Source: an optimization exercise on an open RTL-to-GDS flow (aim: small area and a short achievable clock period). Production flows keep margins and buffers that such runs may drop.
The RTL was checked by simulation tests, not by an equivalence proof against the original design.

<file path="config.mk">
export PLATFORM = sky130hd
export DESIGN_NAME = AXIS_linear_regression_v1_0
export DESIGN_NICKNAME = AXIS_linear_regression_v1_0
export VERILOG_FILES = /design/flow/design.v
export SDC_FILE = /design/flow/constraint.sdc
export NUM_CORES = 8
export LEC_CHECK = 0
export CAP_MARGIN = 20
export CORE_MARGIN = 2
export CORE_UTILIZATION = 40
export CTS_CLUSTER_DIAMETER = 50
export CTS_CLUSTER_SIZE = 24
export SLEW_MARGIN = 20
export SYNTH_HIERARCHICAL = 1
export SYNTH_MINIMUM_KEEP_SIZE = 0
</file>
<file path="constraint.sdc">
create_clock -name core_clock -period 22.0 [get_ports {aclk}]
set_input_delay 4.4000 -clock core_clock [delete_from_list [all_inputs] [get_ports {aclk}]]
set_output_delay 4.4000 -clock core_clock [all_outputs]
set_load 0.01 [all_outputs]
</file>
<file path="design.v">
`timescale 1 ns / 1 ps
module AXIS_linear_regression_v1_0 #
	(
		parameter M = 8,
		parameter N = 3,
		parameter integer C_S00_AXIS_TDATA_WIDTH	= 32,
		parameter integer C_M00_AXIS_TDATA_WIDTH	= 32,
		parameter integer C_M00_AXIS_START_COUNT	= 32
	)
	(
		input wire  aclk,
		input wire  aresetn,
		output wire  s00_axis_tready,
		input wire [C_S00_AXIS_TDATA_WIDTH-1 : 0] s00_axis_tdata,
		input wire  s00_axis_tlast,
		input wire  s00_axis_tvalid,
		output wire  m00_axis_tvalid,
		output wire [C_M00_AXIS_TDATA_WIDTH-1 : 0] m00_axis_tdata,
		output wire  m00_axis_tlast,
		input wire  m00_axis_tready
	);
    reg        tready_r;
    reg  [2:0] vdly, ldly;
    reg        tvalid_r, tlast_r;
    reg  [31:0] tdata_r;
    reg  [1:0] col;         
    reg  [3:0] row;         
    reg        pending;     
    reg  [1:0] w;           
    assign s00_axis_tready = tready_r;
    assign m00_axis_tvalid = tvalid_r;
    assign m00_axis_tlast  = tlast_r;
    assign m00_axis_tdata  = tdata_r;
    wire take = s00_axis_tvalid & tready_r & ~pending;
    wire xrow = ~row[3];
    wire nz = row != 4'd0;              
    wire [15:0] bus16 = s00_axis_tdata[15:0];
    wire [15:0] enc;
    wire [7:0] encn;
    genvar g;
    generate for (g = 0; g < 8; g = g + 1) begin : be
        wire am1 = (g == 0) ? 1'b0 : bus16[2*g-1];
        wire a0 = bus16[2*g], a1 = bus16[2*g+1];
        assign enc[2*g]   = a0 ^ am1;
        assign enc[2*g+1] = (a1 & ~a0 & ~am1) | (~a1 & a0 & am1);
        assign encn[g]    = a1;
    end endgenerate
    reg [15:0] E0, E1, E2;
    reg [7:0] N0, N1, N2;
    wire ld0 = ~xrow | (col == 2'd0);
    wire ld1 = ~xrow | (col == 2'd1);
    wire ld2 = ~xrow | (col == 2'd2);
    wire flip = take & xrow & (col == 2'd3);
    reg [31:0] R0a, R0b, R0c;           
    reg [31:0] R1a, R1b;                
    reg [31:0] A22;
    reg [31:0] B0, B1, B2;              
    wire [31:0] busx = (col == 2'd3) ? s00_axis_tdata : {{16{s00_axis_tdata[15]}}, bus16};
    reg [31:0] Q0, Q1, Q2;
    reg sx0, sx1, sx2, sx3;             
    reg st;                             
    reg cR0, cB0, cR1, cB1, cR2, cB2;
    always @(posedge aclk) begin
        if (ld0) E0 <= enc;
        if (ld1) E1 <= enc;
        if (ld2) E2 <= enc;
        if (ld0 | flip) N0 <= ld0 ? encn : ~N0;
        if (ld1 | flip) N1 <= ld1 ? encn : ~N1;
        if (ld2 | flip) N2 <= ld2 ? encn : ~N2;
        Q0 <= xrow ? busx : R0a;
        Q1 <= xrow ? busx : (col == 2'd0) ? R0b : R1a;
        Q2 <= xrow ? busx : (col == 2'd0) ? R0c : (col == 2'd1) ? R1b : A22;
        if (!aresetn) begin
            tready_r <= 1'b0;
            vdly <= 3'b0; ldly <= 3'b0;
            tvalid_r <= 1'b0; tlast_r <= 1'b0;
            col <= 2'd0; row <= 4'd0;
            pending <= 1'b0; w <= 2'd0;
            {sx0, sx1, sx2, sx3, st} <= 5'b0;
            {cR0, cB0, cR1, cB1, cR2, cB2} <= 6'b0;
        end else begin
            tready_r <= m00_axis_tready;
            vdly <= {vdly[1:0], s00_axis_tvalid};
            ldly <= {ldly[1:0], s00_axis_tlast};
            tvalid_r <= vdly[2];
            tlast_r <= ldly[2];
            sx0 <= take & xrow & (col == 2'd0);
            sx1 <= take & xrow & (col == 2'd1);
            sx2 <= take & xrow & (col == 2'd2);
            sx3 <= take & xrow & (col == 2'd3);
            st  <= take & ~xrow & (col != 2'd3);
            cR0 <= take & xrow & nz & (col != 2'd3);
            cB0 <= take & (xrow ? nz & (col == 2'd3) : (col != 2'd3));
            cR1 <= take & xrow & nz & (col == 2'd1 || col == 2'd2);
            cB1 <= take & (xrow ? nz & (col == 2'd3) : 1'b1);
            cR2 <= take & xrow & nz & (col == 2'd2);
            cB2 <= take & (xrow ? nz & col[0] : 1'b1);
            if (take) begin
                col <= col + 2'd1;
                if (col == 2'd3) row <= row + 4'd1;
                if (~xrow && col == 2'd3) pending <= 1'b1;
            end
            if (pending & m00_axis_tready) begin
                w <= (w == 2'd2) ? 2'd0 : w + 2'd1;
                if (w == 2'd2) begin
                    pending <= 1'b0;
                    row <= 4'd0;
                    col <= 2'd0;
                end
            end
        end
    end
    wire tload = pending & m00_axis_tready;
    wire [31:0] gw = (w == 2'd0) ? B0 : (w == 2'd1) ? B1 : B2;
    always @(posedge aclk)
        tdata_r <= ({32{tload & aresetn}} & gw) | ({32{~tload & aresetn}} & tdata_r);
    wire [31:0] c0 = ({32{cR0}} & R0a) | ({32{cB0}} & B0);
    wire [31:0] r0;
    mac u0 (E0, N0, Q0, c0, r0);
    wire [31:0] c1 = ({32{cR1}} & R1a) | ({32{cB1}} & B1);
    wire [31:0] r1;
    mac u1 (E1, N1, Q1, c1, r1);
    wire [31:0] c2 = ({32{cR2}} & A22) | ({32{cB2}} & B2);
    wire [31:0] r2;
    mac u2 (E2, N2, Q2, c2, r2);
    wire wa0 = sx0 | sx1 | sx2 | (take & ~xrow & (col != 2'd3));
    wire wa1 = sx1 | sx2 | (take & ~xrow & (col == 2'd1));
    always @(posedge aclk) begin
        if (wa0) begin
            R0a <= R0b;
            R0b <= R0c;
            R0c <= r0;
        end
        if (wa1) begin
            R1a <= R1b;
            R1b <= r1;
        end
        if (sx2) A22 <= r2;
        if (sx3 | st) begin B0 <= r0; B1 <= r1; B2 <= r2; end
    end
endmodule
module mac(input [15:0] e, input [7:0] n, input [31:0] b, input [31:0] c, output [31:0] r);
wire one0 = e[0];
wire two0 = e[1];
wire neg0 = n[0];
wire one1 = e[2];
wire two1 = e[3];
wire neg1 = n[1];
wire one2 = e[4];
wire two2 = e[5];
wire neg2 = n[2];
wire one3 = e[6];
wire two3 = e[7];
wire neg3 = n[3];
wire one4 = e[8];
wire two4 = e[9];
wire neg4 = n[4];
wire one5 = e[10];
wire two5 = e[11];
wire neg5 = n[5];
wire one6 = e[12];
wire two6 = e[13];
wire neg6 = n[6];
wire one7 = e[14];
wire two7 = e[15];
wire neg7 = n[7];
wire p0_0, p0_1; bpp2z u_p0_0(one0, two0, neg0, b[0], b[1], p0_0, p0_1);
wire p0_2, p0_3; bpp2 u_p0_2(one0, two0, neg0, b[1], b[2], b[3], p0_2, p0_3);
wire p0_4, p0_5; bpp2 u_p0_4(one0, two0, neg0, b[3], b[4], b[5], p0_4, p0_5);
wire p0_6, p0_7; bpp2 u_p0_6(one0, two0, neg0, b[5], b[6], b[7], p0_6, p0_7);
wire p0_8, p0_9; bpp2 u_p0_8(one0, two0, neg0, b[7], b[8], b[9], p0_8, p0_9);
wire p0_10, p0_11; bpp2 u_p0_10(one0, two0, neg0, b[9], b[10], b[11], p0_10, p0_11);
wire p0_12, p0_13; bpp2 u_p0_12(one0, two0, neg0, b[11], b[12], b[13], p0_12, p0_13);
wire p0_14, p0_15; bpp2 u_p0_14(one0, two0, neg0, b[13], b[14], b[15], p0_14, p0_15);
wire p0_16, p0_17; bpp2 u_p0_16(one0, two0, neg0, b[15], b[16], b[17], p0_16, p0_17);
wire p0_18, p0_19; bpp2 u_p0_18(one0, two0, neg0, b[17], b[18], b[19], p0_18, p0_19);
wire p0_20, p0_21; bpp2 u_p0_20(one0, two0, neg0, b[19], b[20], b[21], p0_20, p0_21);
wire p0_22, p0_23; bpp2 u_p0_22(one0, two0, neg0, b[21], b[22], b[23], p0_22, p0_23);
wire p0_24, p0_25; bpp2 u_p0_24(one0, two0, neg0, b[23], b[24], b[25], p0_24, p0_25);
wire p0_26, p0_27; bpp2 u_p0_26(one0, two0, neg0, b[25], b[26], b[27], p0_26, p0_27);
wire p0_28, p0_29; bpp2 u_p0_28(one0, two0, neg0, b[27], b[28], b[29], p0_28, p0_29);
wire p0_30, p0_31; bpp2 u_p0_30(one0, two0, neg0, b[29], b[30], b[31], p0_30, p0_31);
wire p1_0, p1_1; bpp2z u_p1_0(one1, two1, neg1, b[0], b[1], p1_0, p1_1);
wire p1_2, p1_3; bpp2 u_p1_2(one1, two1, neg1, b[1], b[2], b[3], p1_2, p1_3);
wire p1_4, p1_5; bpp2 u_p1_4(one1, two1, neg1, b[3], b[4], b[5], p1_4, p1_5);
wire p1_6, p1_7; bpp2 u_p1_6(one1, two1, neg1, b[5], b[6], b[7], p1_6, p1_7);
wire p1_8, p1_9; bpp2 u_p1_8(one1, two1, neg1, b[7], b[8], b[9], p1_8, p1_9);
wire p1_10, p1_11; bpp2 u_p1_10(one1, two1, neg1, b[9], b[10], b[11], p1_10, p1_11);
wire p1_12, p1_13; bpp2 u_p1_12(one1, two1, neg1, b[11], b[12], b[13], p1_12, p1_13);
wire p1_14, p1_15; bpp2 u_p1_14(one1, two1, neg1, b[13], b[14], b[15], p1_14, p1_15);
wire p1_16, p1_17; bpp2 u_p1_16(one1, two1, neg1, b[15], b[16], b[17], p1_16, p1_17);
wire p1_18, p1_19; bpp2 u_p1_18(one1, two1, neg1, b[17], b[18], b[19], p1_18, p1_19);
wire p1_20, p1_21; bpp2 u_p1_20(one1, two1, neg1, b[19], b[20], b[21], p1_20, p1_21);
wire p1_22, p1_23; bpp2 u_p1_22(one1, two1, neg1, b[21], b[22], b[23], p1_22, p1_23);
wire p1_24, p1_25; bpp2 u_p1_24(one1, two1, neg1, b[23], b[24], b[25], p1_24, p1_25);
wire p1_26, p1_27; bpp2 u_p1_26(one1, two1, neg1, b[25], b[26], b[27], p1_26, p1_27);
wire p1_28, p1_29; bpp2 u_p1_28(one1, two1, neg1, b[27], b[28], b[29], p1_28, p1_29);
wire p2_0, p2_1; bpp2z u_p2_0(one2, two2, neg2, b[0], b[1], p2_0, p2_1);
wire p2_2, p2_3; bpp2 u_p2_2(one2, two2, neg2, b[1], b[2], b[3], p2_2, p2_3);
wire p2_4, p2_5; bpp2 u_p2_4(one2, two2, neg2, b[3], b[4], b[5], p2_4, p2_5);
wire p2_6, p2_7; bpp2 u_p2_6(one2, two2, neg2, b[5], b[6], b[7], p2_6, p2_7);
wire p2_8, p2_9; bpp2 u_p2_8(one2, two2, neg2, b[7], b[8], b[9], p2_8, p2_9);
wire p2_10, p2_11; bpp2 u_p2_10(one2, two2, neg2, b[9], b[10], b[11], p2_10, p2_11);
wire p2_12, p2_13; bpp2 u_p2_12(one2, two2, neg2, b[11], b[12], b[13], p2_12, p2_13);
wire p2_14, p2_15; bpp2 u_p2_14(one2, two2, neg2, b[13], b[14], b[15], p2_14, p2_15);
wire p2_16, p2_17; bpp2 u_p2_16(one2, two2, neg2, b[15], b[16], b[17], p2_16, p2_17);
wire p2_18, p2_19; bpp2 u_p2_18(one2, two2, neg2, b[17], b[18], b[19], p2_18, p2_19);
wire p2_20, p2_21; bpp2 u_p2_20(one2, two2, neg2, b[19], b[20], b[21], p2_20, p2_21);
wire p2_22, p2_23; bpp2 u_p2_22(one2, two2, neg2, b[21], b[22], b[23], p2_22, p2_23);
wire p2_24, p2_25; bpp2 u_p2_24(one2, two2, neg2, b[23], b[24], b[25], p2_24, p2_25);
wire p2_26, p2_27; bpp2 u_p2_26(one2, two2, neg2, b[25], b[26], b[27], p2_26, p2_27);
wire p3_0, p3_1; bpp2z u_p3_0(one3, two3, neg3, b[0], b[1], p3_0, p3_1);
wire p3_2, p3_3; bpp2 u_p3_2(one3, two3, neg3, b[1], b[2], b[3], p3_2, p3_3);
wire p3_4, p3_5; bpp2 u_p3_4(one3, two3, neg3, b[3], b[4], b[5], p3_4, p3_5);
wire p3_6, p3_7; bpp2 u_p3_6(one3, two3, neg3, b[5], b[6], b[7], p3_6, p3_7);
wire p3_8, p3_9; bpp2 u_p3_8(one3, two3, neg3, b[7], b[8], b[9], p3_8, p3_9);
wire p3_10, p3_11; bpp2 u_p3_10(one3, two3, neg3, b[9], b[10], b[11], p3_10, p3_11);
wire p3_12, p3_13; bpp2 u_p3_12(one3, two3, neg3, b[11], b[12], b[13], p3_12, p3_13);
wire p3_14, p3_15; bpp2 u_p3_14(one3, two3, neg3, b[13], b[14], b[15], p3_14, p3_15);
wire p3_16, p3_17; bpp2 u_p3_16(one3, two3, neg3, b[15], b[16], b[17], p3_16, p3_17);
wire p3_18, p3_19; bpp2 u_p3_18(one3, two3, neg3, b[17], b[18], b[19], p3_18, p3_19);
wire p3_20, p3_21; bpp2 u_p3_20(one3, two3, neg3, b[19], b[20], b[21], p3_20, p3_21);
wire p3_22, p3_23; bpp2 u_p3_22(one3, two3, neg3, b[21], b[22], b[23], p3_22, p3_23);
wire p3_24, p3_25; bpp2 u_p3_24(one3, two3, neg3, b[23], b[24], b[25], p3_24, p3_25);
wire p4_0, p4_1; bpp2z u_p4_0(one4, two4, neg4, b[0], b[1], p4_0, p4_1);
wire p4_2, p4_3; bpp2 u_p4_2(one4, two4, neg4, b[1], b[2], b[3], p4_2, p4_3);
wire p4_4, p4_5; bpp2 u_p4_4(one4, two4, neg4, b[3], b[4], b[5], p4_4, p4_5);
wire p4_6, p4_7; bpp2 u_p4_6(one4, two4, neg4, b[5], b[6], b[7], p4_6, p4_7);
wire p4_8, p4_9; bpp2 u_p4_8(one4, two4, neg4, b[7], b[8], b[9], p4_8, p4_9);
wire p4_10, p4_11; bpp2 u_p4_10(one4, two4, neg4, b[9], b[10], b[11], p4_10, p4_11);
wire p4_12, p4_13; bpp2 u_p4_12(one4, two4, neg4, b[11], b[12], b[13], p4_12, p4_13);
wire p4_14, p4_15; bpp2 u_p4_14(one4, two4, neg4, b[13], b[14], b[15], p4_14, p4_15);
wire p4_16, p4_17; bpp2 u_p4_16(one4, two4, neg4, b[15], b[16], b[17], p4_16, p4_17);
wire p4_18, p4_19; bpp2 u_p4_18(one4, two4, neg4, b[17], b[18], b[19], p4_18, p4_19);
wire p4_20, p4_21; bpp2 u_p4_20(one4, two4, neg4, b[19], b[20], b[21], p4_20, p4_21);
wire p4_22, p4_23; bpp2 u_p4_22(one4, two4, neg4, b[21], b[22], b[23], p4_22, p4_23);
wire p5_0, p5_1; bpp2z u_p5_0(one5, two5, neg5, b[0], b[1], p5_0, p5_1);
wire p5_2, p5_3; bpp2 u_p5_2(one5, two5, neg5, b[1], b[2], b[3], p5_2, p5_3);
wire p5_4, p5_5; bpp2 u_p5_4(one5, two5, neg5, b[3], b[4], b[5], p5_4, p5_5);
wire p5_6, p5_7; bpp2 u_p5_6(one5, two5, neg5, b[5], b[6], b[7], p5_6, p5_7);
wire p5_8, p5_9; bpp2 u_p5_8(one5, two5, neg5, b[7], b[8], b[9], p5_8, p5_9);
wire p5_10, p5_11; bpp2 u_p5_10(one5, two5, neg5, b[9], b[10], b[11], p5_10, p5_11);
wire p5_12, p5_13; bpp2 u_p5_12(one5, two5, neg5, b[11], b[12], b[13], p5_12, p5_13);
wire p5_14, p5_15; bpp2 u_p5_14(one5, two5, neg5, b[13], b[14], b[15], p5_14, p5_15);
wire p5_16, p5_17; bpp2 u_p5_16(one5, two5, neg5, b[15], b[16], b[17], p5_16, p5_17);
wire p5_18, p5_19; bpp2 u_p5_18(one5, two5, neg5, b[17], b[18], b[19], p5_18, p5_19);
wire p5_20, p5_21; bpp2 u_p5_20(one5, two5, neg5, b[19], b[20], b[21], p5_20, p5_21);
wire p6_0, p6_1; bpp2z u_p6_0(one6, two6, neg6, b[0], b[1], p6_0, p6_1);
wire p6_2, p6_3; bpp2 u_p6_2(one6, two6, neg6, b[1], b[2], b[3], p6_2, p6_3);
wire p6_4, p6_5; bpp2 u_p6_4(one6, two6, neg6, b[3], b[4], b[5], p6_4, p6_5);
wire p6_6, p6_7; bpp2 u_p6_6(one6, two6, neg6, b[5], b[6], b[7], p6_6, p6_7);
wire p6_8, p6_9; bpp2 u_p6_8(one6, two6, neg6, b[7], b[8], b[9], p6_8, p6_9);
wire p6_10, p6_11; bpp2 u_p6_10(one6, two6, neg6, b[9], b[10], b[11], p6_10, p6_11);
wire p6_12, p6_13; bpp2 u_p6_12(one6, two6, neg6, b[11], b[12], b[13], p6_12, p6_13);
wire p6_14, p6_15; bpp2 u_p6_14(one6, two6, neg6, b[13], b[14], b[15], p6_14, p6_15);
wire p6_16, p6_17; bpp2 u_p6_16(one6, two6, neg6, b[15], b[16], b[17], p6_16, p6_17);
wire p6_18, p6_19; bpp2 u_p6_18(one6, two6, neg6, b[17], b[18], b[19], p6_18, p6_19);
wire p7_0, p7_1; bpp2z u_p7_0(one7, two7, neg7, b[0], b[1], p7_0, p7_1);
wire p7_2, p7_3; bpp2 u_p7_2(one7, two7, neg7, b[1], b[2], b[3], p7_2, p7_3);
wire p7_4, p7_5; bpp2 u_p7_4(one7, two7, neg7, b[3], b[4], b[5], p7_4, p7_5);
wire p7_6, p7_7; bpp2 u_p7_6(one7, two7, neg7, b[5], b[6], b[7], p7_6, p7_7);
wire p7_8, p7_9; bpp2 u_p7_8(one7, two7, neg7, b[7], b[8], b[9], p7_8, p7_9);
wire p7_10, p7_11; bpp2 u_p7_10(one7, two7, neg7, b[9], b[10], b[11], p7_10, p7_11);
wire p7_12, p7_13; bpp2 u_p7_12(one7, two7, neg7, b[11], b[12], b[13], p7_12, p7_13);
wire p7_14, p7_15; bpp2 u_p7_14(one7, two7, neg7, b[13], b[14], b[15], p7_14, p7_15);
wire p7_16, p7_17; bpp2 u_p7_16(one7, two7, neg7, b[15], b[16], b[17], p7_16, p7_17);
wire n1;
wire n2;
ha un2 (p0_14, p1_12, n1, n2);
wire n3;
wire n4;
ha un4 (p0_15, p1_13, n3, n4);
wire n5;
wire n6;
ha un6 (p0_16, p1_14, n5, n6);
wire n7;
wire n8;
ha un8 (p0_17, p1_15, n7, n8);
wire n9;
wire n10;
ha un10 (p0_18, p1_16, n9, n10);
wire n11;
wire n12;
ha un12 (p0_19, p1_17, n11, n12);
wire n13;
wire n14;
ha un14 (p0_20, p1_18, n13, n14);
wire n15;
wire n16;
ha un16 (p0_21, p1_19, n15, n16);
wire n17;
wire n18;
ha un18 (p0_22, p1_20, n17, n18);
wire n19;
wire n20;
ha un20 (p0_23, p1_21, n19, n20);
wire n21;
wire n22;
ha un22 (p0_24, p1_22, n21, n22);
wire n23;
wire n24;
ha un24 (p0_25, p1_23, n23, n24);
wire n25;
wire n26;
ha un26 (p0_26, p1_24, n25, n26);
wire n27;
wire n28;
ha un28 (p0_27, p1_25, n27, n28);
wire n29;
wire n30;
ha un30 (p0_28, p1_26, n29, n30);
wire n31;
wire n32;
ha un32 (p0_29, p1_27, n31, n32);
wire n33;
wire n34;
ha un34 (p0_30, p1_28, n33, n34);
wire n35;
wire n36;
ha un36 (p0_31, p1_29, n35, n36);
wire n37;
wire n38;
ha un38 (p0_8, p1_6, n37, n38);
wire n39;
wire n40;
ha un40 (p0_9, p1_7, n39, n40);
wire n41;
wire n42;
fa un42 (p0_10, p1_8, p2_6, n41, n42);
wire n43;
wire n44;
ha un44 (p3_4, p4_2, n43, n44);
wire n45;
wire n46;
fa un46 (p0_11, p1_9, p2_7, n45, n46);
wire n47;
wire n48;
ha un48 (p3_5, p4_3, n47, n48);
wire n49;
wire n50;
fa un50 (p0_12, p1_10, p2_8, n49, n50);
wire n51;
wire n52;
fa un52 (p3_6, p4_4, p5_2, n51, n52);
wire n53;
wire n54;
ha un54 (p6_0, neg6, n53, n54);
wire n55;
wire n56;
fa un56 (p0_13, p1_11, p2_9, n55, n56);
wire n57;
wire n58;
fa un58 (p3_7, p4_5, p5_3, n57, n58);
wire n59;
wire n60;
ha un60 (p6_1, c[13], n59, n60);
wire n61;
wire n62;
fa un62 (n1, p2_10, p3_8, n61, n62);
wire n63;
wire n64;
fa un64 (p4_6, p5_4, p6_2, n63, n64);
wire n65;
wire n66;
fa un66 (p7_0, neg7, c[14], n65, n66);
wire n67;
wire n68;
fa un68 (n2, n3, p2_11, n67, n68);
wire n69;
wire n70;
fa un70 (p3_9, p4_7, p5_5, n69, n70);
wire n71;
wire n72;
fa un72 (p6_3, p7_1, c[15], n71, n72);
wire n73;
wire n74;
fa un74 (n4, n5, p2_12, n73, n74);
wire n75;
wire n76;
fa un76 (p3_10, p4_8, p5_6, n75, n76);
wire n77;
wire n78;
fa un78 (p6_4, p7_2, c[16], n77, n78);
wire n79;
wire n80;
fa un80 (n6, n7, p2_13, n79, n80);
wire n81;
wire n82;
fa un82 (p3_11, p4_9, p5_7, n81, n82);
wire n83;
wire n84;
fa un84 (p6_5, p7_3, c[17], n83, n84);
wire n85;
wire n86;
fa un86 (n8, n9, p2_14, n85, n86);
wire n87;
wire n88;
fa un88 (p3_12, p4_10, p5_8, n87, n88);
wire n89;
wire n90;
fa un90 (p6_6, p7_4, c[18], n89, n90);
wire n91;
wire n92;
fa un92 (n10, n11, p2_15, n91, n92);
wire n93;
wire n94;
fa un94 (p3_13, p4_11, p5_9, n93, n94);
wire n95;
wire n96;
fa un96 (p6_7, p7_5, c[19], n95, n96);
wire n97;
wire n98;
fa un98 (n12, n13, p2_16, n97, n98);
wire n99;
wire n100;
fa un100 (p3_14, p4_12, p5_10, n99, n100);
wire n101;
wire n102;
fa un102 (p6_8, p7_6, c[20], n101, n102);
wire n103;
wire n104;
fa un104 (n14, n15, p2_17, n103, n104);
wire n105;
wire n106;
fa un106 (p3_15, p4_13, p5_11, n105, n106);
wire n107;
wire n108;
fa un108 (p6_9, p7_7, c[21], n107, n108);
wire n109;
wire n110;
fa un110 (n16, n17, p2_18, n109, n110);
wire n111;
wire n112;
fa un112 (p3_16, p4_14, p5_12, n111, n112);
wire n113;
wire n114;
fa un114 (p6_10, p7_8, c[22], n113, n114);
wire n115;
wire n116;
fa un116 (n18, n19, p2_19, n115, n116);
wire n117;
wire n118;
fa un118 (p3_17, p4_15, p5_13, n117, n118);
wire n119;
wire n120;
fa un120 (p6_11, p7_9, c[23], n119, n120);
wire n121;
wire n122;
fa un122 (n20, n21, p2_20, n121, n122);
wire n123;
wire n124;
fa un124 (p3_18, p4_16, p5_14, n123, n124);
wire n125;
wire n126;
fa un126 (p6_12, p7_10, c[24], n125, n126);
wire n127;
wire n128;
fa un128 (n22, n23, p2_21, n127, n128);
wire n129;
wire n130;
fa un130 (p3_19, p4_17, p5_15, n129, n130);
wire n131;
wire n132;
fa un132 (p6_13, p7_11, c[25], n131, n132);
wire n133;
wire n134;
fa un134 (n24, n25, p2_22, n133, n134);
wire n135;
wire n136;
fa un136 (p3_20, p4_18, p5_16, n135, n136);
wire n137;
wire n138;
fa un138 (p6_14, p7_12, c[26], n137, n138);
wire n139;
wire n140;
fa un140 (n26, n27, p2_23, n139, n140);
wire n141;
wire n142;
fa un142 (p3_21, p4_19, p5_17, n141, n142);
wire n143;
wire n144;
fa un144 (p6_15, p7_13, c[27], n143, n144);
wire n145;
wire n146;
fa un146 (n28, n29, p2_24, n145, n146);
wire n147;
wire n148;
fa un148 (p3_22, p4_20, p5_18, n147, n148);
wire n149;
wire n150;
fa un150 (p6_16, p7_14, c[28], n149, n150);
wire n151;
wire n152;
fa un152 (n30, n31, p2_25, n151, n152);
wire n153;
wire n154;
fa un154 (p3_23, p4_21, p5_19, n153, n154);
wire n155;
wire n156;
fa un156 (p6_17, p7_15, c[29], n155, n156);
wire n157;
wire n158;
fa un158 (n32, n33, p2_26, n157, n158);
wire n159;
wire n160;
fa un160 (p3_24, p4_22, p5_20, n159, n160);
wire n161;
wire n162;
fa un162 (p6_18, p7_16, c[30], n161, n162);
wire n163;
wire n164;
fa un164 (n34, n35, p2_27, n163, n164);
wire n165;
wire n166;
fa un166 (p3_25, p4_23, p5_21, n165, n166);
wire n167;
wire n168;
fa un168 (p6_19, p7_17, c[31], n167, n168);
wire n169;
wire n170;
ha un170 (p0_4, p1_2, n169, n170);
wire n171;
wire n172;
ha un172 (p0_5, p1_3, n171, n172);
wire n173;
wire n174;
fa un174 (p0_6, p1_4, p2_2, n173, n174);
wire n175;
wire n176;
ha un176 (p3_0, neg3, n175, n176);
wire n177;
wire n178;
fa un178 (p0_7, p1_5, p2_3, n177, n178);
wire n179;
wire n180;
ha un180 (p3_1, c[7], n179, n180);
wire n181;
wire n182;
fa un182 (n37, p2_4, p3_2, n181, n182);
wire n183;
wire n184;
fa un184 (p4_0, neg4, c[8], n183, n184);
wire n185;
wire n186;
fa un186 (n38, n39, p2_5, n185, n186);
wire n187;
wire n188;
fa un188 (p3_3, p4_1, c[9], n187, n188);
wire n189;
wire n190;
fa un190 (n40, n41, n43, n189, n190);
wire n191;
wire n192;
fa un192 (p5_0, neg5, c[10], n191, n192);
wire n193;
wire n194;
fa un194 (n42, n44, n45, n193, n194);
wire n195;
wire n196;
fa un196 (n47, p5_1, c[11], n195, n196);
wire n197;
wire n198;
fa un198 (n46, n48, n49, n197, n198);
wire n199;
wire n200;
fa un200 (n51, n53, c[12], n199, n200);
wire n201;
wire n202;
fa un202 (n50, n52, n54, n201, n202);
wire n203;
wire n204;
fa un204 (n55, n57, n59, n203, n204);
wire n205;
wire n206;
fa un206 (n56, n58, n60, n205, n206);
wire n207;
wire n208;
fa un208 (n61, n63, n65, n207, n208);
wire n209;
wire n210;
fa un210 (n62, n64, n66, n209, n210);
wire n211;
wire n212;
fa un212 (n67, n69, n71, n211, n212);
wire n213;
wire n214;
fa un214 (n68, n70, n72, n213, n214);
wire n215;
wire n216;
fa un216 (n73, n75, n77, n215, n216);
wire n217;
wire n218;
fa un218 (n74, n76, n78, n217, n218);
wire n219;
wire n220;
fa un220 (n79, n81, n83, n219, n220);
wire n221;
wire n222;
fa un222 (n80, n82, n84, n221, n222);
wire n223;
wire n224;
fa un224 (n85, n87, n89, n223, n224);
wire n225;
wire n226;
fa un226 (n86, n88, n90, n225, n226);
wire n227;
wire n228;
fa un228 (n91, n93, n95, n227, n228);
wire n229;
wire n230;
fa un230 (n92, n94, n96, n229, n230);
wire n231;
wire n232;
fa un232 (n97, n99, n101, n231, n232);
wire n233;
wire n234;
fa un234 (n98, n100, n102, n233, n234);
wire n235;
wire n236;
fa un236 (n103, n105, n107, n235, n236);
wire n237;
wire n238;
fa un238 (n104, n106, n108, n237, n238);
wire n239;
wire n240;
fa un240 (n109, n111, n113, n239, n240);
wire n241;
wire n242;
fa un242 (n110, n112, n114, n241, n242);
wire n243;
wire n244;
fa un244 (n115, n117, n119, n243, n244);
wire n245;
wire n246;
fa un246 (n116, n118, n120, n245, n246);
wire n247;
wire n248;
fa un248 (n121, n123, n125, n247, n248);
wire n249;
wire n250;
fa un250 (n122, n124, n126, n249, n250);
wire n251;
wire n252;
fa un252 (n127, n129, n131, n251, n252);
wire n253;
wire n254;
fa un254 (n128, n130, n132, n253, n254);
wire n255;
wire n256;
fa un256 (n133, n135, n137, n255, n256);
wire n257;
wire n258;
fa un258 (n134, n136, n138, n257, n258);
wire n259;
wire n260;
fa un260 (n139, n141, n143, n259, n260);
wire n261;
wire n262;
fa un262 (n140, n142, n144, n261, n262);
wire n263;
wire n264;
fa un264 (n145, n147, n149, n263, n264);
wire n265;
wire n266;
fa un266 (n146, n148, n150, n265, n266);
wire n267;
wire n268;
fa un268 (n151, n153, n155, n267, n268);
wire n269;
wire n270;
fa un270 (n152, n154, n156, n269, n270);
wire n271;
wire n272;
fa un272 (n157, n159, n161, n271, n272);
wire n273;
wire n274;
fa un274 (n158, n160, n162, n273, n274);
wire n275;
wire n276;
fa un276 (n163, n165, n167, n275, n276);
wire n277;
wire n278;
ha un278 (p0_2, p1_0, n277, n278);
wire n279;
wire n280;
ha un280 (p0_3, p1_1, n279, n280);
wire n281;
wire n282;
fa un282 (n169, p2_0, neg2, n281, n282);
wire n283;
wire n284;
fa un284 (n170, n171, p2_1, n283, n284);
wire n285;
wire n286;
fa un286 (n172, n173, n175, n285, n286);
wire n287;
wire n288;
fa un288 (n174, n176, n177, n287, n288);
wire n289;
wire n290;
fa un290 (n178, n180, n181, n289, n290);
wire n291;
wire n292;
fa un292 (n182, n184, n185, n291, n292);
wire n293;
wire n294;
fa un294 (n186, n188, n189, n293, n294);
wire n295;
wire n296;
fa un296 (n190, n192, n193, n295, n296);
wire n297;
wire n298;
fa un298 (n194, n196, n197, n297, n298);
wire n299;
wire n300;
fa un300 (n198, n200, n201, n299, n300);
wire n301;
wire n302;
fa un302 (n202, n204, n205, n301, n302);
wire n303;
wire n304;
fa un304 (n206, n208, n209, n303, n304);
wire n305;
wire n306;
fa un306 (n210, n212, n213, n305, n306);
wire n307;
wire n308;
fa un308 (n214, n216, n217, n307, n308);
wire n309;
wire n310;
fa un310 (n218, n220, n221, n309, n310);
wire n311;
wire n312;
fa un312 (n222, n224, n225, n311, n312);
wire n313;
wire n314;
fa un314 (n226, n228, n229, n313, n314);
wire n315;
wire n316;
fa un316 (n230, n232, n233, n315, n316);
wire n317;
wire n318;
fa un318 (n234, n236, n237, n317, n318);
wire n319;
wire n320;
fa un320 (n238, n240, n241, n319, n320);
wire n321;
wire n322;
fa un322 (n242, n244, n245, n321, n322);
wire n323;
wire n324;
fa un324 (n246, n248, n249, n323, n324);
wire n325;
wire n326;
fa un326 (n250, n252, n253, n325, n326);
wire n327;
wire n328;
fa un328 (n254, n256, n257, n327, n328);
wire n329;
wire n330;
fa un330 (n258, n260, n261, n329, n330);
wire n331;
wire n332;
fa un332 (n262, n264, n265, n331, n332);
wire n333;
wire n334;
fa un334 (n266, n268, n269, n333, n334);
wire n335;
wire n336;
fa un336 (n270, n272, n273, n335, n336);
wire n337;
wire n338;
ha un338 (p0_0, neg0, n337, n338);
wire n339;
wire n340;
ha un340 (p0_1, c[1], n339, n340);
wire n341;
wire n342;
fa un342 (n277, neg1, c[2], n341, n342);
wire n343;
wire n344;
fa un344 (n278, n279, c[3], n343, n344);
wire n345;
wire n346;
fa un346 (n280, n281, c[4], n345, n346);
wire n347;
wire n348;
fa un348 (n282, n283, c[5], n347, n348);
wire n349;
wire n350;
fa un350 (n284, n285, c[6], n349, n350);
wire n351;
wire n352;
fa un352 (n286, n287, n179, n351, n352);
wire n353;
wire n354;
fa un354 (n288, n289, n183, n353, n354);
wire n355;
wire n356;
fa un356 (n290, n291, n187, n355, n356);
wire n357;
wire n358;
fa un358 (n292, n293, n191, n357, n358);
wire n359;
wire n360;
fa un360 (n294, n295, n195, n359, n360);
wire n361;
wire n362;
fa un362 (n296, n297, n199, n361, n362);
wire n363;
wire n364;
fa un364 (n298, n299, n203, n363, n364);
wire n365;
wire n366;
fa un366 (n300, n301, n207, n365, n366);
wire n367;
wire n368;
fa un368 (n302, n303, n211, n367, n368);
wire n369;
wire n370;
fa un370 (n304, n305, n215, n369, n370);
wire n371;
wire n372;
fa un372 (n306, n307, n219, n371, n372);
wire n373;
wire n374;
fa un374 (n308, n309, n223, n373, n374);
wire n375;
wire n376;
fa un376 (n310, n311, n227, n375, n376);
wire n377;
wire n378;
fa un378 (n312, n313, n231, n377, n378);
wire n379;
wire n380;
fa un380 (n314, n315, n235, n379, n380);
wire n381;
wire n382;
fa un382 (n316, n317, n239, n381, n382);
wire n383;
wire n384;
fa un384 (n318, n319, n243, n383, n384);
wire n385;
wire n386;
fa un386 (n320, n321, n247, n385, n386);
wire n387;
wire n388;
fa un388 (n322, n323, n251, n387, n388);
wire n389;
wire n390;
fa un390 (n324, n325, n255, n389, n390);
wire n391;
wire n392;
fa un392 (n326, n327, n259, n391, n392);
wire n393;
wire n394;
fa un394 (n328, n329, n263, n393, n394);
wire n395;
wire n396;
fa un396 (n330, n331, n267, n395, n396);
wire n397;
wire n398;
fa un398 (n332, n333, n271, n397, n398);
wire n399;
wire n400;
fa un400 (n334, n335, n275, n399, n400);
wire [31:0] s0 = {n398, n396, n394, n392, n390, n388, n386, n384, n382, n380, n378, n376, n374, n372, n370, n368, n366, n364, n362, n360, n358, n356, n354, n352, n350, n348, n346, n344, n342, n340, n338, n337};
wire [31:0] s1 = {n399, n397, n395, n393, n391, n389, n387, n385, n383, n381, n379, n377, n375, n373, n371, n369, n367, n365, n363, n361, n359, n357, n355, n353, n351, n349, n347, n345, n343, n341, n339, c[0]};
add32 u_cpa(s0, s1, r);
endmodule
module fa(input a, input b, input c, output s, output co);
assign s = a ^ b ^ c;
assign co = (a & b) | (a & c) | (b & c);
endmodule
module ha(input a, input b, output s, output co);
assign s = a ^ b;
assign co = a & b;
endmodule
module bpp2(input one, input two, input neg, input bm1, input b0, input b1, output p0, output p1);
assign p0 = ((one & b0) | (two & bm1)) ^ neg;
assign p1 = ((one & b1) | (two & b0)) ^ neg;
endmodule
module bpp2z(input one, input two, input neg, input b0, input b1, output p0, output p1);
assign p0 = (one & b0) ^ neg;
assign p1 = ((one & b1) | (two & b0)) ^ neg;
endmodule
module add32(input [31:0] a, input [31:0] b, output [31:0] s);
wire q1;
wire q2;
pgc u_pg0(a[0], b[0], q1, q2);
wire q3;
wire q4;
pgc u_pg1(a[1], b[1], q3, q4);
wire q5;
wire q6;
pgc u_pg2(a[2], b[2], q5, q6);
wire q7;
wire q8;
pgc u_pg3(a[3], b[3], q7, q8);
wire q9;
wire q10;
pgc u_pg4(a[4], b[4], q9, q10);
wire q11;
wire q12;
pgc u_pg5(a[5], b[5], q11, q12);
wire q13;
wire q14;
pgc u_pg6(a[6], b[6], q13, q14);
wire q15;
wire q16;
pgc u_pg7(a[7], b[7], q15, q16);
wire q17;
wire q18;
pgc u_pg8(a[8], b[8], q17, q18);
wire q19;
wire q20;
pgc u_pg9(a[9], b[9], q19, q20);
wire q21;
wire q22;
pgc u_pg10(a[10], b[10], q21, q22);
wire q23;
wire q24;
pgc u_pg11(a[11], b[11], q23, q24);
wire q25;
wire q26;
pgc u_pg12(a[12], b[12], q25, q26);
wire q27;
wire q28;
pgc u_pg13(a[13], b[13], q27, q28);
wire q29;
wire q30;
pgc u_pg14(a[14], b[14], q29, q30);
wire q31;
wire q32;
pgc u_pg15(a[15], b[15], q31, q32);
wire q33;
wire q34;
pgc u_pg16(a[16], b[16], q33, q34);
wire q35;
wire q36;
pgc u_pg17(a[17], b[17], q35, q36);
wire q37;
wire q38;
pgc u_pg18(a[18], b[18], q37, q38);
wire q39;
wire q40;
pgc u_pg19(a[19], b[19], q39, q40);
wire q41;
wire q42;
pgc u_pg20(a[20], b[20], q41, q42);
wire q43;
wire q44;
pgc u_pg21(a[21], b[21], q43, q44);
wire q45;
wire q46;
pgc u_pg22(a[22], b[22], q45, q46);
wire q47;
wire q48;
pgc u_pg23(a[23], b[23], q47, q48);
wire q49;
wire q50;
pgc u_pg24(a[24], b[24], q49, q50);
wire q51;
wire q52;
pgc u_pg25(a[25], b[25], q51, q52);
wire q53;
wire q54;
pgc u_pg26(a[26], b[26], q53, q54);
wire q55;
wire q56;
pgc u_pg27(a[27], b[27], q55, q56);
wire q57;
wire q58;
pgc u_pg28(a[28], b[28], q57, q58);
wire q59;
wire q60;
pgc u_pg29(a[29], b[29], q59, q60);
wire q61;
wire q62;
pgc u_pg30(a[30], b[30], q61, q62);
wire q63;
wire q64;
pgc u_pg31(a[31], b[31], q63, q64);
wire q65;
gray u_g65(q3, q4, q1, q65);
wire q66;
wire q67;
dot u_d67(q7, q8, q5, q6, q66, q67);
wire q68;
wire q69;
dot u_d69(q11, q12, q9, q10, q68, q69);
wire q70;
wire q71;
dot u_d71(q15, q16, q13, q14, q70, q71);
wire q72;
wire q73;
dot u_d73(q19, q20, q17, q18, q72, q73);
wire q74;
wire q75;
dot u_d75(q23, q24, q21, q22, q74, q75);
wire q76;
wire q77;
dot u_d77(q27, q28, q25, q26, q76, q77);
wire q78;
wire q79;
dot u_d79(q31, q32, q29, q30, q78, q79);
wire q80;
wire q81;
dot u_d81(q35, q36, q33, q34, q80, q81);
wire q82;
wire q83;
dot u_d83(q39, q40, q37, q38, q82, q83);
wire q84;
wire q85;
dot u_d85(q43, q44, q41, q42, q84, q85);
wire q86;
wire q87;
dot u_d87(q47, q48, q45, q46, q86, q87);
wire q88;
wire q89;
dot u_d89(q51, q52, q49, q50, q88, q89);
wire q90;
wire q91;
dot u_d91(q55, q56, q53, q54, q90, q91);
wire q92;
wire q93;
dot u_d93(q59, q60, q57, q58, q92, q93);
wire q94;
wire q95;
dot u_d95(q63, q64, q61, q62, q94, q95);
wire q96;
gray u_g96(q66, q67, q65, q96);
wire q97;
wire q98;
dot u_d98(q68, q69, q66, q67, q97, q98);
wire q99;
wire q100;
dot u_d100(q70, q71, q68, q69, q99, q100);
wire q101;
wire q102;
dot u_d102(q72, q73, q70, q71, q101, q102);
wire q103;
wire q104;
dot u_d104(q74, q75, q72, q73, q103, q104);
wire q105;
wire q106;
dot u_d106(q76, q77, q74, q75, q105, q106);
wire q107;
wire q108;
dot u_d108(q78, q79, q76, q77, q107, q108);
wire q109;
wire q110;
dot u_d110(q80, q81, q78, q79, q109, q110);
wire q111;
wire q112;
dot u_d112(q82, q83, q80, q81, q111, q112);
wire q113;
wire q114;
dot u_d114(q84, q85, q82, q83, q113, q114);
wire q115;
wire q116;
dot u_d116(q86, q87, q84, q85, q115, q116);
wire q117;
wire q118;
dot u_d118(q88, q89, q86, q87, q117, q118);
wire q119;
wire q120;
dot u_d120(q90, q91, q88, q89, q119, q120);
wire q121;
wire q122;
dot u_d122(q92, q93, q90, q91, q121, q122);
wire q123;
wire q124;
dot u_d124(q94, q95, q92, q93, q123, q124);
wire q125;
gray u_g125(q97, q98, q65, q125);
wire q126;
gray u_g126(q99, q100, q96, q126);
wire q127;
wire q128;
dot u_d128(q101, q102, q97, q98, q127, q128);
wire q129;
wire q130;
dot u_d130(q103, q104, q99, q100, q129, q130);
wire q131;
wire q132;
dot u_d132(q105, q106, q101, q102, q131, q132);
wire q133;
wire q134;
dot u_d134(q107, q108, q103, q104, q133, q134);
wire q135;
wire q136;
dot u_d136(q109, q110, q105, q106, q135, q136);
wire q137;
wire q138;
dot u_d138(q111, q112, q107, q108, q137, q138);
wire q139;
wire q140;
dot u_d140(q113, q114, q109, q110, q139, q140);
wire q141;
wire q142;
dot u_d142(q115, q116, q111, q112, q141, q142);
wire q143;
wire q144;
dot u_d144(q117, q118, q113, q114, q143, q144);
wire q145;
wire q146;
dot u_d146(q119, q120, q115, q116, q145, q146);
wire q147;
wire q148;
dot u_d148(q121, q122, q117, q118, q147, q148);
wire q149;
wire q150;
dot u_d150(q123, q124, q119, q120, q149, q150);
wire q151;
gray u_g151(q127, q128, q65, q151);
wire q152;
gray u_g152(q129, q130, q96, q152);
wire q153;
gray u_g153(q131, q132, q125, q153);
wire q154;
gray u_g154(q133, q134, q126, q154);
wire q155;
wire q156;
dot u_d156(q135, q136, q127, q128, q155, q156);
wire q157;
wire q158;
dot u_d158(q137, q138, q129, q130, q157, q158);
wire q159;
wire q160;
dot u_d160(q139, q140, q131, q132, q159, q160);
wire q161;
wire q162;
dot u_d162(q141, q142, q133, q134, q161, q162);
wire q163;
wire q164;
dot u_d164(q143, q144, q135, q136, q163, q164);
wire q165;
wire q166;
dot u_d166(q145, q146, q137, q138, q165, q166);
wire q167;
wire q168;
dot u_d168(q147, q148, q139, q140, q167, q168);
wire q169;
wire q170;
dot u_d170(q149, q150, q141, q142, q169, q170);
wire q171;
gray u_g171(q155, q156, q65, q171);
wire q172;
gray u_g172(q157, q158, q96, q172);
wire q173;
gray u_g173(q159, q160, q125, q173);
wire q174;
gray u_g174(q161, q162, q126, q174);
wire q175;
gray u_g175(q163, q164, q151, q175);
wire q176;
gray u_g176(q165, q166, q152, q176);
wire q177;
gray u_g177(q167, q168, q153, q177);
wire q178;
gray u_g178(q169, q170, q154, q178);
wire q179;
gray u_g179(q5, q6, q65, q179);
wire q180;
gray u_g180(q9, q10, q96, q180);
wire q181;
gray u_g181(q13, q14, q125, q181);
wire q182;
gray u_g182(q17, q18, q126, q182);
wire q183;
gray u_g183(q21, q22, q151, q183);
wire q184;
gray u_g184(q25, q26, q152, q184);
wire q185;
gray u_g185(q29, q30, q153, q185);
wire q186;
gray u_g186(q33, q34, q154, q186);
wire q187;
gray u_g187(q37, q38, q171, q187);
wire q188;
gray u_g188(q41, q42, q172, q188);
wire q189;
gray u_g189(q45, q46, q173, q189);
wire q190;
gray u_g190(q49, q50, q174, q190);
wire q191;
gray u_g191(q53, q54, q175, q191);
wire q192;
gray u_g192(q57, q58, q176, q192);
wire q193;
gray u_g193(q61, q62, q177, q193);
assign s[0] = q2;
xr u_x1(q4, q1, s[1]);
xr u_x2(q6, q65, s[2]);
xr u_x3(q8, q179, s[3]);
xr u_x4(q10, q96, s[4]);
xr u_x5(q12, q180, s[5]);
xr u_x6(q14, q125, s[6]);
xr u_x7(q16, q181, s[7]);
xr u_x8(q18, q126, s[8]);
xr u_x9(q20, q182, s[9]);
xr u_x10(q22, q151, s[10]);
xr u_x11(q24, q183, s[11]);
xr u_x12(q26, q152, s[12]);
xr u_x13(q28, q184, s[13]);
xr u_x14(q30, q153, s[14]);
xr u_x15(q32, q185, s[15]);
xr u_x16(q34, q154, s[16]);
xr u_x17(q36, q186, s[17]);
xr u_x18(q38, q171, s[18]);
xr u_x19(q40, q187, s[19]);
xr u_x20(q42, q172, s[20]);
xr u_x21(q44, q188, s[21]);
xr u_x22(q46, q173, s[22]);
xr u_x23(q48, q189, s[23]);
xr u_x24(q50, q174, s[24]);
xr u_x25(q52, q190, s[25]);
xr u_x26(q54, q175, s[26]);
xr u_x27(q56, q191, s[27]);
xr u_x28(q58, q176, s[28]);
xr u_x29(q60, q192, s[29]);
xr u_x30(q62, q177, s[30]);
xr u_x31(q64, q193, s[31]);
endmodule
module pgc(input a, input b, output g, output p);
assign g = a & b;
assign p = a ^ b;
endmodule
module dot(input g1, input p1, input g0, input p0, output g, output p);
assign g = g1 | (p1 & g0);
assign p = p1 & p0;
endmodule
module gray(input g1, input p1, input g0, output g);
assign g = g1 | (p1 & g0);
endmodule
module xr(input a, input b, output y);
assign y = a ^ b;
endmodule
</file>
<file path="flow/run.sh">
#!/bin/bash
# The standard layout, with the port buffers made from buf_4 instead of the default cell,
# the resizer's timing repair aiming at 16.5 ns of setup slack, and the clock tree built
# with one level of sink clustering
set -euo pipefail
bash standard.sh finish 'BUFFER_PORTS_ARGS=-buffer_cell sky130_fd_sc_hd__buf_4' SETUP_SLACK_MARGIN=16.5 \
  'CTS_ARGS=-sink_clustering_enable -repair_clock_nets -sink_clustering_size 24 -sink_clustering_max_diameter 50 -sink_clustering_levels 1' > standard.log 2>&1
</file>
<file path="standard.sh">
#!/bin/bash
# synth_recipe.tcl (not shown) runs the flow's synth.tcl, then flattens the netlist and writes it again
# the make line also repeats each setting of config.mk as NAME=value (left out here)
make -C /OpenROAD-flow-scripts/flow DESIGN_CONFIG=/design/flow/config.mk WORK_HOME=/design/flow/orfs CLKGATE_MAP_FILE= SYNTH_SCRIPT=/design/flow/synth_recipe.tcl "${@:-finish}"
</file>
==> impl_metrics.yaml, run 1 <==
status:
  status: "finished clean"
critical_path:
  cp_top_family: "flip-flops"
  arrival_ps: 1140
  path_class: "reg2out"
  end_kind: "primary output"
  endpoint: "m00_axis_tdata[21]"
  worst-path-stages: 1
  crit_path_start_kind: "flop"
  r2r_end: "R1b[21]$_DFFE_PP_"
  crit_required_ps: 17600
  crit_buf_inv: 1
  crit_chain: "buf_6"
  crit_path_max_incr_delay_ps: 410
  rrSetupSlack_ps: 16580
  slowest_stage: "dfxtp_4"
  worstSetupStartpoint: "tdata_r[21]$_DFF_P_"
  r2r-start: "E1[3]$_DFFE_PP_"
  r2r_cells: 16
  crit_fanout: 2
synthesis:
  synth_top_family_by_area: "adder cells"
  yosys.area_share.xor_xnor_pct: 13.8
  async_flop_share_pct: 0
  synth_compound_area_share_pct: 19.5
  synth_nets: 4315
  synth_edf_count: 360
  synth-main-ff-cell: "edfxtp_1"
  ys.warnings.count: 7
  synth_mux_area_share_pct: 2.27
  postSynthAreaPerCell_um2: 12.5
  yosysSeqAreaShare_pct: 31.3
  netlist_instances: 3576
  ys_ff_latch: 517
  ys_types: 53
  netlist_area_um2: 44600
  yosys.area_share.simple_pct: 3.72
  synthAdderAreaFrac_pct: 28.2
placed_design:
  post-dp-hpwl_mm: 113
  place_ws_ps: 15190
  io_buffers: 71
  gp_congestion: 0.954
  place_inst: 5128
cts:
  insertion_delay_ps: 610
  cts_tree: "built"
  cts_buffer_depth: 3
  cts_made_buffers: 46
  cts_sinks: 517
  ctsHoldBuffers: 0
  cts_max_level: 2
  cts_root_buffer: "clkbuf_16"
  path_clk_slew_ps: 90
detailed_routing:
  drc_errors: 0
  drt_pass1_iterations: 7
  drtIter0Drc: 4127
  routedWlPerCell_um: 30.0
  finalWirelength_mm: 157
  vias_per_cell: 6.22
  ant_nets: 0
  vias: 32500
final_layout:
  final_common_cell: "xnor2_1"
  fin_nets: 4449
  synthToLayoutAreaGrowth_pct: 11.3
  final_cells: 5235
  layout_common_cells: "xnor2_1 (602), a22oi_1 (544), fa_1 (504), edfxtp_1 (360), a21o_1 (223)"
  postLayoutCoreUtil_pct: 44.9
  drive_gt1_share_pct: 11.9
sta:
  min_period_ps: 5540
  drv_slew: 0
  clock.fmax_ghz: 0.180
  hold_viol_final: 0
  worst_pin_slew_ps: 1120
  finalSetupViolCount: 0
  relSlewSlack_pct: 25.5
  timing.final.crit_share_pct: 25.2
  fin_ws_ps: 16460
  rsz0062_at_grt: "true"
  skew_ps: 43.7
  tns_ps: 0
hold_path:
  hold_class: "reg2reg"
  hp-start: "ldly[1]$_SDFF_PN0_"
grt:
  grt_usage_pct: 27.2
  grt_start_max_net_pins: 66
  antenna_found_initial: 2
  grt_pass1_vias: 32300
  overflow: 0
  grt_pass1_wl_mm: 229
floorplan:
  start_util_pct: 40.3
  core_area_um2: 111000
  die_h_um: 338
  row_count: 122
  io_pins: 72
  die_x_um: 338
  die-area_um2: 114000
run:
  max_cap_violations: 0
==> metal layers <==
| metal | vias up | wire length (um) | GRT usage [%] |
|---|---|---|---|
| li1 | 13600 | - | - |
| met1 | 16900 | 67100 | 40.0 |
| met2 | 1852 | 67400 | 39.6 |
| met3 | 235 | 16300 | 5.67 |
| met4 | 2 | 6370 | 9.53 |
| met5 | - | 63 | 0 |
==> cell families (layout without fill, tap and decap cells) <==
logic type / Yosys count / count (layout)
AOI/OAI and AO/OA: 1133 / 1134
adders and majority gates: 702 / 702
xor gates and xnor gates: 702 / 702
DFF: 517 / 517
and+or+nand+nor: 313 / 313
buffers and inverters: 112 / 281
muxes: 97 / 97
other: 0 / 1
==> Yosys stat by module, one instance, submodules excluded, a selection <==
module,flip-flops and latches,copies in the design,area [um2]
dot,0,135,13.8
ha,0,96,12.5
fa,0,504,20.0
add32,0,3,7.51
AXIS_linear_regression_v1_0,517,1,18900
xr,0,93,8.76
pgc,0,96,12.5
bpp2z,0,24,33.8
bpp2,0,276,32.5
==> metrics by stage <==
stage / hold slack (ps) / area, um2
after CTS: 442 / 49200
final: 441 / 49600
after global routing: 466 / 49600
after detailed placement: 421 / 47200
after global placement: 415 / 47200
after floorplan: 412 / 44600
==> final cells by class <==
class	instances	area (um2)
timing repair buffer	175	1650
clock inverter	37	484
clock buffer	47	1150
inverter	22	82.6
fill	10200	60900
sequential	517	14100
antenna	1	2.50
multi-input combinational	2948	30300
tap	1488	1860
==> worst register-to-register path: cells and delay by family (launching register included) <==
kind | cells | cell delay, ps
DFF | 1 | 490
and+or+nand+nor | 4 | 750
buffers and inverters | 1 | 220
xor gates and xnor gates | 2 | 490
AOI/OAI and AO/OA | 3 | 710
adders and majority gates | 6 | 2570
==> Yosys cell counts (6+ instances only) <==
| cell type | n | area share (%) |
|---|---|---|
| a211oi_1 | 11 | 0.19 |
| a211oi_2 | 10 | 0.28 |
| a211oi_4 | 10 | 0.45 |
| a21o_1 | 225 | 3.8 |
| a21oi_1 | 50 | 0.56 |
| a21oi_2 | 6 | 0.12 |
| a221oi_1 | 32 | 0.63 |
| a22o_1 | 96 | 1.9 |
| a22oi_1 | 552 | 9.3 |
| a22oi_2 | 24 | 0.67 |
| and2_1 | 147 | 2.1 |
| buf_2 | 30 | 0.34 |
| buf_4 | 14 | 0.24 |
| clkbuf_1 | 40 | 0.34 |
| dfxtp_1 | 157 | 7.1 |
| edfxtp_1 | 360 | 24 |
| fa_1 | 504 | 23 |
| ha_1 | 198 | 5.6 |
| inv_1 | 22 | 0.19 |
| mux2_2 | 32 | 0.81 |
| mux2i_1 | 65 | 1.5 |
| nand2_1 | 85 | 0.72 |
| nand2b_1 | 7 | 0.098 |
| nor2_1 | 47 | 0.40 |
| o21ai_0 | 57 | 0.64 |
| o21ai_1 | 25 | 0.28 |
| o2bb2ai_1 | 31 | 0.61 |
| xnor2_1 | 602 | 12 |
| xor2_1 | 100 | 2.0 |
==> state kept, by name, indices dropped and copies added, names as in the netlist, 32 cells and up <==
name and count:
A22 32, B0 32, B1 32, B2 32, Q0 32, Q1 32
Q2 32, R0a 32, R0b 32, R0c 32, R1a 32, R1b 32
tdata_r 32
==> worst min path at each step <==
| stage | end | slack (ps) | depth (start not counted) |
|---|---|---|---|
| floorplan | ldly[1]$_SDFF_PN0_ | 410 | 1 |
| global placement | ldly[2]$_SDFF_PN0_ | 420 | 1 |
| detailed placement | ldly[2]$_SDFF_PN0_ | 420 | 1 |
| CTS | ldly[2]$_SDFF_PN0_ | 440 | 1 |
| global route | R0b[24]$_DFFE_PP_ | 470 | 0 |
| finish | ldly[2]$_SDFF_PN0_ | 440 | 1 |
==> repair_timing <==
item	in CTS	in global routing
setup endpoints to repair	179	97
hold endpoints to repair	0	0
gates resized for setup	116	65
pin swaps	1	0
cloned	1	0
buffers inserted	5	15
==> run 2, diff against run 1 <==
==> flow/run.sh (replaced) <==
#!/bin/bash
# The standard layout, with the port buffers made from buf_4 instead of the default cell,
# the resizer's timing repair aiming at 16.5 ns of setup slack, and the clock tree built
# with two levels of sink clustering
set -euo pipefail
bash standard.sh finish 'BUFFER_PORTS_ARGS=-buffer_cell sky130_fd_sc_hd__buf_4' SETUP_SLACK_MARGIN=16.5 \
  'CTS_ARGS=-sink_clustering_enable -repair_clock_nets -sink_clustering_size 24 -sink_clustering_max_diameter 50 -sink_clustering_levels 2' > standard.log 2>&1
==> run 2 against run 1 <==
Clock skew did not move. Critical path depth did not move. Routed wire length did not move. Core utilization did not move. Non-clock buffer count did not move. Count of clock-buffer cells in the layout did not move. Worst hold slack did not move. Cell area did not move. Sequential cell count did not move. Critical endpoint unchanged.
==> impl_metrics.yaml, run 2 <==
status:
  status: "finished clean"
cts:
  cts_buffer_depth: 3
  cts_root_buffer: "clkbuf_16"
  cts_tree: "built"
  ctsHoldBuffers: 0
  cts_made_buffers: 46
  cts_sinks: 517
  path_clk_slew_ps: 90
  insertion_delay_ps: 610
  cts_max_level: 2
grt:
  overflow: 0
  grt_usage_pct: 27.2
  grt_pass1_vias: 32300
  grt_start_max_net_pins: 66
  antenna_found_initial: 2
  grt_pass1_wl_mm: 229
critical_path:
  crit_fanout: 2
  crit_buf_inv: 1
  cp_top_family: "flip-flops"
  slowest_stage: "dfxtp_4"
  end_kind: "primary output"
  crit_path_start_kind: "flop"
  crit_chain: "buf_6"
  rrSetupSlack_ps: 16580
  path_class: "reg2out"
  arrival_ps: 1140
  crit_required_ps: 17600
  crit_path_max_incr_delay_ps: 410
synthesis:
  yosysSeqAreaShare_pct: 31.3
  synth_compound_area_share_pct: 19.5
  ys_types: 53
  ys_ff_latch: 517
  synth_most_common_cell: "xnor2_1"
  synthTopCellsByCount: "xnor2_1 (602), a22oi_1 (552), fa_1 (504)"
  netlist_instances: 3576
  ys.warnings.count: 7
  yosys.area.top_type: "edfxtp_1"
  yosys.area_share.simple_pct: 3.72
  yosys.area_share.xor_xnor_pct: 13.8
  postSynthAreaPerCell_um2: 12.5
  synthTopCellsByArea: "edfxtp_1 (24%), fa_1 (23%), xnor2_1 (12%), a22oi_1 (9.3%), dfxtp_1 (7.1%)"
  synth_top_family_by_area: "adder cells"
  netlist_area_um2: 44600
  yosys.area.top_type_share_pct: 24.3
  async_flop_share_pct: 0
  synth_nets: 4315
  synth-main-ff-cell: "edfxtp_1"
  synth_mux_area_share_pct: 2.27
  synthAdderAreaFrac_pct: 28.2
  synth_edf_count: 360
sta:
  worst_pin_slew_ps: 1120
  tns_ps: 0
  skew_ps: 43.7
  timing.final.crit_share_pct: 25.2
  drv_slew: 0
  min_period_ps: 5540
  relSlewSlack_pct: 25.5
  hold_viol_final: 0
  finalSetupViolCount: 0
  clock.fmax_ghz: 0.180
  rsz0062_at_grt: "true"
detailed_routing:
  drc_errors: 0
  drtIter0Drc: 4127
  vias_per_cell: 6.22
  ant_nets: 0
  finalWirelength_mm: 157
  drt_pass1_iterations: 7
  vias: 32500
  routedWlPerCell_um: 30.0
run:
  max_cap_violations: 0
placed_design:
  post-dp-hpwl_mm: 113
  place_inst: 5128
  gp_congestion: 0.954
  dpl-instance-area_um2: 47200
  io_buffers: 71
final_layout:
  fin_nets: 4449
  final_cell_area_um2: 49600
  synthToLayoutAreaGrowth_pct: 11.3
  drive_gt1_share_pct: 11.9
  final_cells: 5235
  postLayoutCoreUtil_pct: 44.9
  final_common_cell: "xnor2_1"
  layout_common_cells: "xnor2_1 (602), a22oi_1 (544), fa_1 (504), edfxtp_1 (360), a21o_1 (223)"
  final.fill_count: 10200
floorplan:
  core_area_um2: 111000
  die_x_um: 338
  die_h_um: 338
  row_count: 122
  die-area_um2: 114000
  start_util_pct: 40.3
  io_pins: 72
hold_path:
  hold_class: "reg2reg"
run 2: cell counts after synthesis:
Identical to the previous run, type by type.
run 2: repair_timing:
item | in CTS | in global routing
gates resized for setup | 116 | 65
gates cloned | 1 | 0
setup endpoints to repair | 179 | 97
buffers inserted | 5 | 15
pin swaps | 1 | 0
run 2: modules after synthesis (local to each module, per instance), excerpt:
module / cells inside / flops+latches / area (um2)
AXIS_linear_regression_v1_0: 1224 / 517 / 18900
bpp2z: 4 / 0 / 33.8
bpp2: 4 / 0 / 32.5
dot: 2 / 0 / 13.8
ha: 1 / 0 / 12.5
pgc: 1 / 0 / 12.5
gray: 1 / 0 / 7.51
add32: 1 / 0 / 7.51
run 2: per-stage QoR:
| step | hold slack (ps) | worst slack (ps) |
|---|---|---|
| global route | 466 | 16420 |
| finish | 441 | 16460 |
| global placement | 415 | 15210 |
| detailed placement | 421 | 15190 |
| floorplan | 412 | 15430 |
| CTS | 442 | 16440 |
run 2: path summary, 6_finish.rpt:
| kind | start | endpoint | depth (start not counted) |
|---|---|---|---|
| max reg2reg | E1[3]$_DFFE_PP_ | R1b[21]$_DFFE_PP_ | 16 |
| max | tdata_r[21]$_DFF_P_ | m00_axis_tdata[21] | 1 |
| min reg2reg | ldly[1]$_SDFF_PN0_ | ldly[2]$_SDFF_PN0_ | 1 |
| min | ldly[1]$_SDFF_PN0_ | ldly[2]$_SDFF_PN0_ | 1 |
run 2: final cells by class:
type | instances | area, um2 | share of cell area [%]
tap | 1488 | 1860 | 3.75
multi-input combinational | 2948 | 30300 | 61.0
clock inverter | 37 | 484 | 0.976
clock buffer | 47 | 1150 | 2.33
sequential | 517 | 14100 | 28.5
timing repair buffer | 175 | 1650 | 3.33
antenna | 1 | 2.50 | 0.00504
inverter | 22 | 82.6 | 0.166
run 2: layer usage:
metal  routed length (um)  track usage [%]
met5                   63                0
met3                16300             5.67
met4                 6370             9.53
met2                67400             39.6
met1                67100             40.0
run 2: logic make-up (layout without fill, tap and decap cells):
group,after synthesis,count (layout)
mux,97,97
buf+inv,112,281
other cells,0,1
fa+ha+maj,702,702
flops,517,517
simple gates,313,313
xor+xnor,702,702
compound gates,1133,1134
==> run 3, diff against run 2 <==
==> flow/run.sh (replaced) <==
#!/bin/bash
# The standard layout, with the port buffers made from buf_4 instead of the default cell,
# and the resizer's timing repair aiming at 16.45 ns of setup slack
set -euo pipefail
bash standard.sh finish 'BUFFER_PORTS_ARGS=-buffer_cell sky130_fd_sc_hd__buf_4' SETUP_SLACK_MARGIN=16.45 > standard.log 2>&1
==> run 3 against run 2 <==
Non-clock buffer count decreased by 2. Fmax decreased by 0.18%. Critical endpoint unchanged. Count of clock-buffer cells in the layout unchanged. Sequential cell count unchanged. Still clean on timing, DRC and antenna. Clock skew increased by 3.7 ps. Core utilization decreased by 0.20 points. Largest cell class unchanged.
==> impl_metrics.yaml, run 3 <==
placed_design:
  dpl-instance-area_um2: 47200
  post-dp-hpwl_mm: 113
final_layout:
  antennaDiodeCount: 0
  final_common_cell: "xnor2_1"
  final_cell_area_um2: 49400
  register_area_um2: 14100
  drive_gt1_share_pct: 11.2
  layout_common_cells: "xnor2_1 (602), a22oi_1 (552), fa_1 (504), edfxtp_1 (360), a21o_1 (224)"
  synthToLayoutAreaGrowth_pct: 10.9
  fin_nets: 4447
synthesis:
  synth_edf_count: 360
  netlist_area_um2: 44600
  synth-main-ff-cell: "edfxtp_1"
  synthAdderAreaFrac_pct: 28.2
  synth_compound_area_share_pct: 19.5
  yosysSeqAreaShare_pct: 31.3
  netlist_instances: 3576
  yosys.area.top_type: "edfxtp_1"
  synth_most_common_cell: "xnor2_1"
  yosys.area.top_type_share_pct: 24.3
  yosys.area_share.xor_xnor_pct: 13.8
  postSynthAreaPerCell_um2: 12.5
  synthTopCellsByCount: "xnor2_1 (602), a22oi_1 (552), fa_1 (504)"
  async_flop_share_pct: 0
  ys.warnings.count: 7
  ys_types: 53
  synthTopCellsByArea: "edfxtp_1 (24%), fa_1 (23%), xnor2_1 (12%), a22oi_1 (9.3%), dfxtp_1 (7.1%)"
  yosys.area_share.simple_pct: 3.72
  synth_mux_area_share_pct: 2.27
cts:
  cts_sinks: 517
  cts_buffer_depth: 3
  cts_made_buffers: 46
  insertion_delay_ps: 620
  cts_max_level: 2
  ctsHoldBuffers: 0
  cts_root_buffer: "clkbuf_16"
critical_path:
  crit_fanout: 2
  slowest_stage: "dfxtp_4"
  crit_required_ps: 17600
  crit_chain: "buf_6"
  crit_path_max_incr_delay_ps: 410
  cp_top_family: "flip-flops"
  end_kind: "primary output"
  path_class: "reg2out"
  crit_buf_inv: 1
  arrival_ps: 1150
  crit_path_start_kind: "flop"
sta:
  skew_ps: 47.4
  drv_slew: 0
  worst_pin_slew_ps: 1110
  hold_viol_final: 0
  clock.fmax_ghz: 0.180
  rsz0062_at_grt: "true"
  min_period_ps: 5550
grt:
  grt_pass1_vias: 32200
  grt_usage_pct: 27.1
  overflow: 0
detailed_routing:
  drt_pass1_iterations: 6
  vias: 32600
  routedWlPerCell_um: 30.0
  drc_errors: 0
  vias_per_cell: 6.22
floorplan:
  die-area_um2: 114000
  start_util_pct: 40.3
  io_pins: 72
  core_area_um2: 111000
  die_h_um: 338
status:
  status: "finished clean"
run:
  max_cap_violations: 0
run 3: cell families (layout without fill, tap and decap cells):
group                    count (synthesis)  in the layout
AO/OA/AOI/OAI                         1133           1134
adder cells (fa/ha/maj)                702            702
XOR/XNOR                               702            702
flip-flops                             517            517
AND/OR/NAND/NOR                        313            313
buffers and inverters                  112            279
multiplexers                            97             97
run 3: metrics by stage:
stage                     instances  hold WS, ps
final                          5232          440
after detailed placement       5128          421
after floorplan                3576          412
after global routing           5232          466
after global placement         5128          415
after CTS                      5216          442
run 3: what timing repair did:
action / in CTS / in global routing
gates cloned: 1 / 0
gates resized for setup: 88 / 39
buffers inserted: 3 / 15
pin swaps: 1 / 0
setup endpoints to repair: 121 / 152
run 3: final timing paths:
kind | depth (start not counted) | slack, ps | end | startpoint
worst max-delay path | 1 | 16450 | m00_axis_tdata[21] | tdata_r[21]$_DFF_P_
worst max register to register | 14 | 16570 | R1b[29]$_DFFE_PP_ | Q1[9]$_DFF_P_
worst min register to register | 1 | 440 | ldly[2]$_SDFF_PN0_ | ldly[1]$_SDFF_PN0_
worst min-delay path | 1 | 440 | ldly[2]$_SDFF_PN0_ | ldly[1]$_SDFF_PN0_
run 3: per-layer routing:
metal	GRT usage [%]	share of wire [%]
met3	5.55	11
met1	40.0	43
met5	0	0
met2	39.3	43
met4	9.65	4.1
run 3: worst reg2reg max path: stages (launching register included):
cell	delay, ps
dfxtp_1	900
a22oi_1	250
xnor2_1	270
fa_1	490
fa_1	540
fa_1	440
fa_1	490
ha_1	320
and2_1	200
and2_1	190
and2_1	170
a21o_1	240
a21o_1	270
a21o_1	230
xor2_2	200
run 3: modules after synthesis (local to each module, per instance), a selection:
module | cells | times used
AXIS_linear_regression_v1_0 | 1224 | 1
add32 | 1 | 3
bpp2 | 4 | 276
bpp2z | 4 | 24
dot | 2 | 135
fa | 1 | 504
gray | 1 | 90
ha | 1 | 96
pgc | 1 | 96
xr | 1 | 93
run 3: layout make-up:
type	count	area share, %
clock buffer	47	2.34
tap	1488	3.77
inverter	22	0.167
sequential	517	28.5
clock inverter	37	0.980
timing repair buffer	173	3.13
multi-input combinational	2948	61.1

## separate check: timing with driven ports
The results above use ideal ports. As a check the final layouts listed here were re-extracted and re-timed, cells and wires unchanged.
Step 1 assumes that a clkbuf_16 drives the clock port and a buf_2 every other input.
Step 2 moves the port delays by t, midway between the first and last clock arrival at a register: inputs arrive t later, outputs are due t later. That takes back most of the time a late clock gives input paths.
Three values: ideal, step 1, step 2; two values: the first two.
run	shift t [ns]	slack for setup (ns)	worst setup path at the end	latest minus earliest clock arrival (ns)	worst register clock-pin slew, ns
run 1	0.664	16.456 / 16.388 / 15.956	input to register	0.050 / 0.050	0.09 / 0.09
run 2	0.664	16.456 / 16.388 / 15.956	input to register	0.050 / 0.050	0.09 / 0.09
run 3	0.672	16.446 / 16.377 / 15.949	input to register	0.055 / 0.056	0.09 / 0.09
After both steps every run listed still meets setup and hold.
